This is an optimization exercise on Yosys and OpenROAD, whose aim is small area, a short achievable clock period and few clock cycles, not a production implementation. The RTL was checked by simulation tests, not by an equivalence proof against the original design. Power and IR drop assume default switching activity.

## soma
module soma
(
    input clock, reset, start, op,
    input [31:0] data_a, data_b,
    output [31:0] data_o,
    output busy, ready
);
    wire [24:0] v_d;
    wire rnd_d, sgn_d;
    wire [7:0] e_d;
    soma_add add (.op(op), .a(data_a), .b(data_b),
                  .v(v_d), .rnd(rnd_d), .e(e_d), .sgn(sgn_d));
    reg [24:0] v_q;
    reg rnd_q, sgn_q;
    reg [7:0] e_q;
    always @(posedge clock or posedge reset) begin
        if (reset) begin
            v_q <= 25'd0;
            rnd_q <= 1'b0;
            e_q <= 8'd0;
            sgn_q <= 1'b0;
        end else if (start) begin
            v_q <= v_d;
            rnd_q <= rnd_d;
            e_q <= e_d;
            sgn_q <= sgn_d;
        end
    end
    soma_norm norm (.v(v_q), .rnd(rnd_q), .e(e_q), .sgn(sgn_q), .o(data_o));
    assign ready = 1'b1;
    assign busy = 1'b0;
endmodule
Size in the first run: about 2100 cells after synthesis, ~35 flip-flops.
==> flow/config.mk <==
export PLATFORM = sky130hd
export DESIGN_NAME = soma
export DESIGN_NICKNAME = soma
export VERILOG_FILES = /design/flow/design.v
export SDC_FILE = /design/flow/constraint.sdc
export NUM_CORES = 4
export LEC_CHECK = 0
export ABC_AREA = 1
export CAP_MARGIN = 20
export CORE_MARGIN = 2
export CORE_UTILIZATION = 40
export SETUP_SLACK_MARGIN = 1.4
export SLEW_MARGIN = 20
==> flow/constraint.sdc <==
create_clock -name core_clock -period 8.0 [get_ports {clock}]
set_input_delay 1.6000 -clock core_clock [delete_from_list [all_inputs] [get_ports {clock}]]
set_output_delay 1.6000 -clock core_clock [all_outputs]
set_load 0.01 [all_outputs]
standard.sh (not shown) runs the stock make flow with config.mk's settings and CLKGATE_MAP_FILE= SYNTH_SCRIPT=/design/flow/synth_recipe.tcl, a recipe that flattens the netlist after the stock synthesis.
==> flow/flow/run.sh <==
#!/bin/bash
set -euo pipefail
bash standard.sh ADDER_MAP_FILE= "BUFFER_PORTS_ARGS=-buffer_cell sky130_fd_sc_hd__buf_2" finish > make.log 2>&1
Testbench counts at the start, summed over its fixed seeds: cycles 3,208.
Rerun with:
--- a/flow/config.mk
+++ b/flow/config.mk
@@ -10,3 +10,4 @@
 export CORE_MARGIN = 2
-export CORE_UTILIZATION = 40
+export CORE_UTILIZATION = 55
+export GPL_TIMING_DRIVEN = 0
 export SETUP_SLACK_MARGIN = 1.4
Result:
- The changed run finished with timing, DRC and antenna clean
- final cell count shrinks by 1.4%
- routed wire length grows by 1.0%
- sequential power hardly moves
- final area shrinks by 1.0%
- maximum frequency shrinks by 0.55%
- clock-buffer cell count shrinks by 1
- global-route usage grows by 11 points
Rerun with:
--- a/flow/config.mk
+++ b/flow/config.mk
@@ -10,5 +10,4 @@
 export CORE_MARGIN = 2
-export CORE_UTILIZATION = 55
-export GPL_TIMING_DRIVEN = 0
-export SETUP_SLACK_MARGIN = 1.4
+export CORE_UTILIZATION = 40
+export SETUP_SLACK_MARGIN = 1.0
 export SLEW_MARGIN = 20
Outcome: Combinational power decreases by about 4%. Clock-buffer cell count increases by 1. Register-to-register slack gets better by 1300 ps. Non-clock buffer count decreases by 82. Worst hold slack hardly moves. Global-route usage decreases by 11 points. Critical path depth increases by 1.
Rerun with:
--- a/flow/config.mk
+++ b/flow/config.mk
@@ -10,4 +10,4 @@
 export CORE_MARGIN = 2
-export CORE_UTILIZATION = 40
-export SETUP_SLACK_MARGIN = 1.0
+export CORE_UTILIZATION = 55
+export SETUP_SLACK_MARGIN = 1.4
 export SLEW_MARGIN = 20
Flip-flop and latch count does not change.
Utilization rose by 17 points.
Total power goes up by 0.64%.
Routed wire length falls by 3.9%.
Worst hold slack gets better by 7.1 ps.
Maximum frequency rises by 6.5%.
Synthesized area does not change.
Design area grows by 0.81%.
Global-route usage is higher by 8.7 points.
Critical path depth went up by 16.
Via count goes up by 2.3%.
Rerun with:
--- a/flow/config.mk
+++ b/flow/config.mk
@@ -10,4 +10,4 @@
 export CORE_MARGIN = 2
-export CORE_UTILIZATION = 55
-export SETUP_SLACK_MARGIN = 1.4
+export CORE_UTILIZATION = 40
+export SETUP_SLACK_MARGIN = 1.7
 export SLEW_MARGIN = 20
Outcome: The new run finished with timing, DRC and antenna clean; via count rose by 1.0%; wire length rose by 9.7%; area after synthesis does not change; worst setup slack gains 34 ps; sequential share of layout area fell by 0.50 points.


Setup of red:
soma again, from the RTL that the note above started with.
// soma
module soma
(
    input clock, reset, start, op,
    input [31:0] data_a, data_b,
    output [31:0] data_o,
    output busy, ready
);
export LEC_CHECK = 0
export ABC_AREA = 1
export CAP_MARGIN = 0
export CORE_MARGIN = 2
export CORE_UTILIZATION = 65
export SETUP_SLACK_MARGIN = 1.4
export SLEW_MARGIN = 0
create_clock -name core_clock -period 8.0 [get_ports {clock}]
Scripts as last shown in full above: flow/flow/run.sh
red: full flow OK, the timing, DRC and antenna checks passed
Testbench counts of red, summed over its fixed seeds: cycles 3,208.
Relative to red, the following input files were edited for blue:
Settings: changing CORE_UTILIZATION from 65 to 55.
[summary]
Looking at the reports, blue completed the entire flow and the layout it produced met the timing, DRC and antenna checks.
blue vs red: flip-flop and latch power down slightly
red -> blue: post-synthesis instance area delta 0, exact match
When blue is measured against red, its layout buffer count excluding clock buffers turns out 1 higher.
blue — final period demand of the worst path 0.0038 ns higher, red as reference
blue vs red: final area down slightly
Diff red..blue | clock network power consumption | negligible
In the reports for red and blue, the larger synthesis-to-layout area growth belongs to red.
Comparing red with blue, the maximum frequency came out essentially unchanged.
Compared with red, blue shows critical path depth that has gone up by more than half.
Worst hold margin on blue is ahead of red.
blue ends up with lower layout cell share with drive strength beyond 1 than red does.
Edits applied to the flow inputs when going from blue to green:
Settings: a change of SLEW_MARGIN from 0 to 20; a change of CAP_MARGIN from 0 to 20; a change of CORE_UTILIZATION from 55 to 40; a change of SETUP_SLACK_MARGIN from 1.4 to 2.0.
==> comparison <==
Going from blue to green, clock period minus final worst setup slack decreased 0.19 ns; global placement routability congestion decreased 0.37%. As of green, leakage power of the design had risen by more than 10% compared to blue. Summary — sequential share of layout area, green relative to blue: lower, by 1.4 points. Per the comparison of green with blue, routed via count picked up an extra 774; combinational share of power went up by 1.6 points. In green the post-layout total power turned out 0.55 mW higher than in blue. blue → green: relative contribution of the clock network to total power -0.5 points; final design instance area without fill +21%; number of top-level pins ~0 delta. green: part of the power in registers lower than blue.

-- separate check: timing with driven ports --
How much do the figures lean on ideal ports? The routed layouts below were timed once more, with nothing changed but the port constraints.
Step 1: set_driving_cell puts a clkbuf_16 on clock and a buf_2 on each other input, an assumption about the parent block.
Step 2 also shifts input and output timing later by t, the mid clock arrival at the registers, as if the neighbouring blocks saw the same clock.
Slacks: ideal / step 1 / step 2; pairs: ideal / step 1.
run	shift t [ns]	setup slack, ns	pins driven straight from the clock port
the first run of note 1	0.323	1.795 / 1.753 / 1.620	1
the second run of note 1	0.322	1.760 / 1.723 / 1.525	1
the third run of note 1	0.322	1.436 / 1.394 / 1.163	1
the fourth run of note 1	0.314	1.834 / 1.795 / 1.595	1
the fifth run of note 1	0.321	1.868 / 1.827 / 1.665	1
red	0.324	1.838 / 1.799 / 1.551	1
blue	0.314	1.834 / 1.795 / 1.595	1
green	0.321	2.028 / 1.989 / 1.784	1
After both steps setup and hold are still met in every run listed. The setup slack of red, which loses most, moves by -0.039 ns with the drivers and by -0.287 ns with both steps.
